This is an optimization exercise on Yosys and OpenROAD, whose aim is small area and a short achievable clock period, not a production implementation. Where RTL was checked, it was by simulation tests only, not by an equivalence proof against the original. No activity file was given, so power comes from the tool's default toggle rates.

Setup of the reference run:
Design lab4, start of the top module:
module lab4(Dout, Din, clk, reset);
output  [17:0]  Dout;
input   [7:0]   Din;
input           clk, reset;
reg [7:0] r0, r1, r2, r3, r4, r5, r6, r7, r8, r9, r10;
reg [16:0] s;
wire nrst;
invm u_nrst (.a(reset), .y(nrst));
wire pas1, pac2;
ha upas1 (.a(r1[0]), .b(r7[0]), .s(pas1), .co(pac2));
wire pas3, pac4;
fa upas3 (.a(r1[1]), .b(r7[1]), .c(pac2), .s(pas3), .co(pac4));
wire pas5, pac6;
fa upas5 (.a(r1[2]), .b(r7[2]), .c(pac4), .s(pas5), .co(pac6));
wire pas7, pac8;
fa upas7 (.a(r1[3]), .b(r7[3]), .c(pac6), .s(pas7), .co(pac8));
wire pas9, pac10;
fa upas9 (.a(r1[4]), .b(r7[4]), .c(pac8), .s(pas9), .co(pac10));
wire pas11, pac12;
fa upas11 (.a(r1[5]), .b(r7[5]), .c(pac10), .s(pas11), .co(pac12));
wire pas13, pac14;
fa upas13 (.a(r1[6]), .b(r7[6]), .c(pac12), .s(pas13), .co(pac14));
wire pas15, pac16;
fa upas15 (.a(r1[7]), .b(r7[7]), .c(pac14), .s(pas15), .co(pac16));
wire pbs17, pbc18;
xnor2m upbs17 (.a(r2[0]), .b(r6[0]), .y(pbs17));
or2m upbc18 (.a(r2[0]), .b(r6[0]), .y(pbc18));
wire pbs19, pbc20;
fa upbs19 (.a(r2[1]), .b(r6[1]), .c(pbc18), .s(pbs19), .co(pbc20));
wire pbs21, pbc22;
fa upbs21 (.a(r2[2]), .b(r6[2]), .c(pbc20), .s(pbs21), .co(pbc22));
wire pbs23, pbc24;
fa upbs23 (.a(r2[3]), .b(r6[3]), .c(pbc22), .s(pbs23), .co(pbc24));
wire pbs25, pbc26;
fa upbs25 (.a(r2[4]), .b(r6[4]), .c(pbc24), .s(pbs25), .co(pbc26));
  ...
Size: ~540 cells after synthesis, ~110 flip-flops, ~28 I/O pins, roughly 7100 um^2 of cells after synthesis.
export LEC_CHECK = 0
export CAP_MARGIN = 20
export CORE_MARGIN = 2
export CORE_UTILIZATION = 40
export CTS_BUF_LIST = sky130_fd_sc_hd__clkbuf_8
export SLEW_MARGIN = 20
export SYNTH_HIERARCHICAL = 1
export SYNTH_MINIMUM_KEEP_SIZE = 0
create_clock -name core_clock -period 13.0 [get_ports {clk}]
standard.sh (not shown) runs the stock make flow with config.mk's settings and CLKGATE_MAP_FILE= SYNTH_SCRIPT=/design/flow/synth_recipe.tcl, a recipe that flattens the netlist after the stock synthesis.
==> flow/flow/run.sh <==
#!/bin/bash
# The standard layout (standard.sh) with these changes to its settings:
#  - the port buffers are plain buffers (BUF) instead of the delay-cell
#    footprint-mates that buffer_ports picks by default;
#  - repair_timing aims for a setup slack margin of MARGIN ns;
#  - clock tree synthesis inserts no dummy loads.
# Everything else (synthesis, floorplan, power grid, placement, routing) is
# the standard flow's.  The make output goes to standard.log; ORFS keeps each
# step's log under orfs/logs.
set -euo pipefail
MARGIN=5
BUF=sky130_fd_sc_hd__buf_2
export BUFFER_PORTS_ARGS="-buffer_cell $BUF"
export CTS_ARGS="-sink_clustering_enable -repair_clock_nets -buf_list sky130_fd_sc_hd__clkbuf_8 -dont_use_dummy_load"
sed -e "s/\"\${@:-finish}\"/SETUP_SLACK_MARGIN=$MARGIN \"\${@:-finish}\"/" standard.sh > standard_margin.sh
grep -q "SETUP_SLACK_MARGIN=$MARGIN" standard_margin.sh
bash standard_margin.sh > standard.log 2>&1
Edits applied to the flow inputs when going from the reference run to the trial run:
--- a/flow/design.v
+++ b/flow/design.v
@@ -480,68 +480,44 @@
 wire pp9, gg9;
 ha upp9 (.a(os413), .b(oc412), .s(pp9), .co(gg9));
 wire pp10, gg10;
 ha upp10 (.a(os415), .b(oc414), .s(pp10), .co(gg10));
 wire G0_1 = gg1 | (pp1 & gg0);
 wire P0_1 = pp1 & pp0;
-wire G0_2 = gg2 | (pp2 & gg1);
-wire P0_2 = pp2 & pp1;
 wire G0_3 = gg3 | (pp3 & gg2);
 wire P0_3 = pp3 & pp2;
-wire G0_4 = gg4 | (pp4 & gg3);
-wire P0_4 = pp4 & pp3;
 wire G0_5 = gg5 | (pp5 & gg4);
 wire P0_5 = pp5 & pp4;
-wire G0_6 = gg6 | (pp6 & gg5);
-wire P0_6 = pp6 & pp5;
 wire G0_7 = gg7 | (pp7 & gg6);
 wire P0_7 = pp7 & pp6;
-wire G0_8 = gg8 | (pp8 & gg7);
-wire P0_8 = pp8 & pp7;
 wire G0_9 = gg9 | (pp9 & gg8);
 wire P0_9 = pp9 & pp8;
-wire G0_10 = gg10 | (pp10 & gg9);
-wire P0_10 = pp10 & pp9;
-wire G1_2 = G0_2 | (P0_2 & gg0);
-wire P1_2 = P0_2 & pp0;
+wire G1_2 = gg2 | (pp2 & G0_1);
+wire P1_2 = pp2 & P0_1;
 wire G1_3 = G0_3 | (P0_3 & G0_1);
 wire P1_3 = P0_3 & P0_1;
-wire G1_4 = G0_4 | (P0_4 & G0_2);
-wire P1_4 = P0_4 & P0_2;
-wire G1_5 = G0_5 | (P0_5 & G0_3);
-wire P1_5 = P0_5 & P0_3;
-wire G1_6 = G0_6 | (P0_6 & G0_4);
-wire P1_6 = P0_6 & P0_4;
+wire G1_6 = gg6 | (pp6 & G0_5);
+wire P1_6 = pp6 & P0_5;
 wire G1_7 = G0_7 | (P0_7 & G0_5);
 wire P1_7 = P0_7 & P0_5;
-wire G1_8 = G0_8 | (P0_8 & G0_6);
-wire P1_8 = P0_8 & P0_6;
-wire G1_9 = G0_9 | (P0_9 & G0_7);
-wire P1_9 = P0_9 & P0_7;
-wire G1_10 = G0_10 | (P0_10 & G0_8);
-wire P1_10 = P0_10 & P0_8;
-wire G2_4 = G1_4 | (P1_4 & gg0);
-wire P2_4 = P1_4 & pp0;
-wire G2_5 = G1_5 | (P1_5 & G0_1);
-wire P2_5 = P1_5 & P0_1;
-wire G2_6 = G1_6 | (P1_6 & G1_2);
-wire P2_6 = P1_6 & P1_2;
+wire G1_10 = gg10 | (pp10 & G0_9);
+wire P1_10 = pp10 & P0_9;
+wire G2_4 = gg4 | (pp4 & G1_3);
+wire P2_4 = pp4 & P1_3;
+wire G2_5 = G0_5 | (P0_5 & G1_3);
+wire P2_5 = P0_5 & P1_3;
+wire G2_6 = G1_6 | (P1_6 & G1_3);
+wire P2_6 = P1_6 & P1_3;
 wire G2_7 = G1_7 | (P1_7 & G1_3);
 wire P2_7 = P1_7 & P1_3;
-wire G2_8 = G1_8 | (P1_8 & G1_4);
-wire P2_8 = P1_8 & P1_4;
-wire G2_9 = G1_9 | (P1_9 & G1_5);
-wire P2_9 = P1_9 & P1_5;
-wire G2_10 = G1_10 | (P1_10 & G1_6);
-wire P2_10 = P1_10 & P1_6;
-wire G3_8 = G2_8 | (P2_8 & gg0);
-wire P3_8 = P2_8 & pp0;
-wire G3_9 = G2_9 | (P2_9 & G0_1);
-wire P3_9 = P2_9 & P0_1;
-wire G3_10 = G2_10 | (P2_10 & G1_2);
-wire P3_10 = P2_10 & P1_2;
+wire G3_8 = gg8 | (pp8 & G2_7);
+wire P3_8 = pp8 & P2_7;
+wire G3_9 = G0_9 | (P0_9 & G2_7);
+wire P3_9 = P0_9 & P2_7;
+wire G3_10 = G1_10 | (P1_10 & G2_7);
+wire P3_10 = P1_10 & P2_7;
 wire [10:0] lo_s = {pp10 ^ G3_9, pp9 ^ G3_8, pp8 ^ G2_7, pp7 ^ G2_6, pp6 ^ G2_5, pp5 ^ G2_4, pp4 ^ G1_3, pp3 ^ G1_2, pp2 ^ G0_1, pp1 ^ gg0, pp0};
 wire lo_c = G3_10 | oc416;
 wire [11:0] lo = {lo_c, lo_s};
 wire [5:0] ones = {&s[15:11], &s[14:11], &s[13:11], &s[12:11], s[11], 1'b1};
 wire [5:0] hinc = s[16:11] ^ ones;
 assign Dout = {1'b0, lo[11] ? hinc : s[16:11], lo[10:0]};
[summary]
For the trial run, the launch point of the critical path was Din[4], unlike the reference run, where it was Din[3]. Diff the trial run..the reference run | met2 global-route usage | negligible. [compare] base=the reference run new=the trial run: final period demand of the worst path fell by 0.17 ns, via count fell by about 2.1%, die area stayed essentially flat, simple-gate share of the synthesized area stayed essentially flat. | register-to-register slack | the reference run vs the trial run | ≈ equal |. Worst path buffer plus inverter count, the reference run and the trial run: higher on the reference run. The trial run -> the reference run: share of cell area taken by flip-flops and latches flat.
No functional check of the RTL was part of any run of this note.

* * *

Another version of the RTL of lab4 (not shown whole).
Size: about 540 cells after synthesis, roughly 7000 sq um of cells after synthesis.
clock: 13.0 ns
lec_check: 0
cap_margin: 20
core_margin: 2
core_utilization: 40
cts_buf_list: sky130_fd_sc_hd__clkbuf_8
slew_margin: 20
synth_hierarchical: 1
synth_minimum_keep_size: 0
Scripts as last shown in full above: flow/flow/run.sh
The starting point finished with timing, DRC and antenna clean.
Then changed:
--- a/flow/design.v
+++ b/flow/design.v
@@ -1,18 +1,27 @@
 module lab4(Dout, Din, clk, reset);
 output  [17:0]  Dout;
 input   [7:0]   Din;
 input           clk, reset;
 reg [7:0] r0, r1, r2, r3, r4, r5, r6, r7, r8, r9, r10;
 reg [16:0] s;
 wire nrst;
 invm u_nrst (.a(reset), .y(nrst));
+wire [7:0] nDin;
+invm u_nd0 (.a(Din[0]), .y(nDin[0]));
+invm u_nd1 (.a(Din[1]), .y(nDin[1]));
+invm u_nd2 (.a(Din[2]), .y(nDin[2]));
+invm u_nd3 (.a(Din[3]), .y(nDin[3]));
+invm u_nd4 (.a(Din[4]), .y(nDin[4]));
+invm u_nd5 (.a(Din[5]), .y(nDin[5]));
+invm u_nd6 (.a(Din[6]), .y(nDin[6]));
+invm u_nd7 (.a(Din[7]), .y(nDin[7]));
 wire pas1, pac2;
 ha upas1 (.a(r1[0]), .b(r7[0]), .s(pas1), .co(pac2));
 wire pas3, pac4;
 fa upas3 (.a(r1[1]), .b(r7[1]), .c(pac2), .s(pas3), .co(pac4));
 wire pas5, pac6;
 fa upas5 (.a(r1[2]), .b(r7[2]), .c(pac4), .s(pas5), .co(pac6));
 wire pas7, pac8;
 fa upas7 (.a(r1[3]), .b(r7[3]), .c(pac6), .s(pas7), .co(pac8));
 wire pas9, pac10;
 fa upas9 (.a(r1[4]), .b(r7[4]), .c(pac8), .s(pas9), .co(pac10));
@@ -416,21 +425,21 @@
 wire m398 = b3as391 ^ (k386 & p397);
 wire p399 = p397 & b3as391;
 wire m400 = b3as393 ^ (k386 & p399);
 wire [16:0] s_next = {m400, m398, m396, m395, m384, m382, m381, m372, m370, m369, tls361, tls359, tls357, tls355, tls353, tls351, tls349};
 always @(posedge clk) begin
     if (!reset) begin
         s  <= 17'd130817;
     end else begin
         s  <= s_next;
     end
-    r0 <= Din & {8{reset}};
+    r0 <= ~(nDin | {8{nrst}});
     r1 <= ~(r0 & {8{reset}});
     r2 <= ~(r1 | {8{nrst}});
     r3 <= ~(r2 & {8{reset}});
     r4 <= ~(r3 | {8{nrst}});
     r5 <= ~(r4 & {8{reset}});
     r6 <= ~(r5 | {8{nrst}});
     r7 <= ~(r6 & {8{reset}});
     r8 <= ~(r7 | {8{nrst}});
     r9 <= r8 & {8{reset}};
     r10 <= ~(r9 & {8{reset}});
Outcome: Count of clock-buffer cells in the layout does not change; global-route usage went up by 0.53 points; core utilization went up by 0.10 points; combinational power went down slightly; worst hold slack gets better by 0.0033 ns; sequential cell count does not change; die area barely changes; via count went up by a few percent; sequential share of layout area hardly moves; non-clock buffer count went up by 1; total power went down slightly; clock skew went up by 0.0045 ns; final cell count went up slightly.

-- what the ideal ports hide --
In the flow no input, the clock included, has a driving cell. The finished layouts below were timed again as built, in two steps.
Step 1, drivers: a clkbuf_16 drives clk and a buf_2 each remaining input, both assumed.
Step 2 adds t to the input delays and takes it off the output delays; t is the mean of the earliest and latest rising clock arrival at the registers after step 1. Input paths then give back, and output paths get back, about the clock's delay inside the block.
Three values: ideal, step 1, step 2; two values: the first two.
run | shift t [ns] | slack for setup (ns) | hold slack, ns | latest minus earliest clock arrival (ns) | cell pins on the clock port's net
the reference run | 0.408 | 5.323 / 5.299 / 5.299 | 0.405 / 0.405 / 0.405 | 0.027 / 0.027 | 1
the trial run | 0.405 | 5.490 / 5.468 / 5.468 | 0.413 / 0.413 / 0.413 | 0.031 / 0.032 | 1
the first run of note 2 | 0.403 | 5.581 / 5.558 / 5.558 | 0.412 / 0.412 / 0.412 | 0.019 / 0.019 | 1
the second run of note 2 | 0.415 | 5.592 / 5.572 / 5.572 | 0.415 / 0.415 / 0.415 | 0.024 / 0.024 | 1
After both steps setup and hold are still met in every run listed. For the reference run, which loses most, drivers alone change the setup slack by -0.024 ns; drivers and shift together by -0.024 ns.
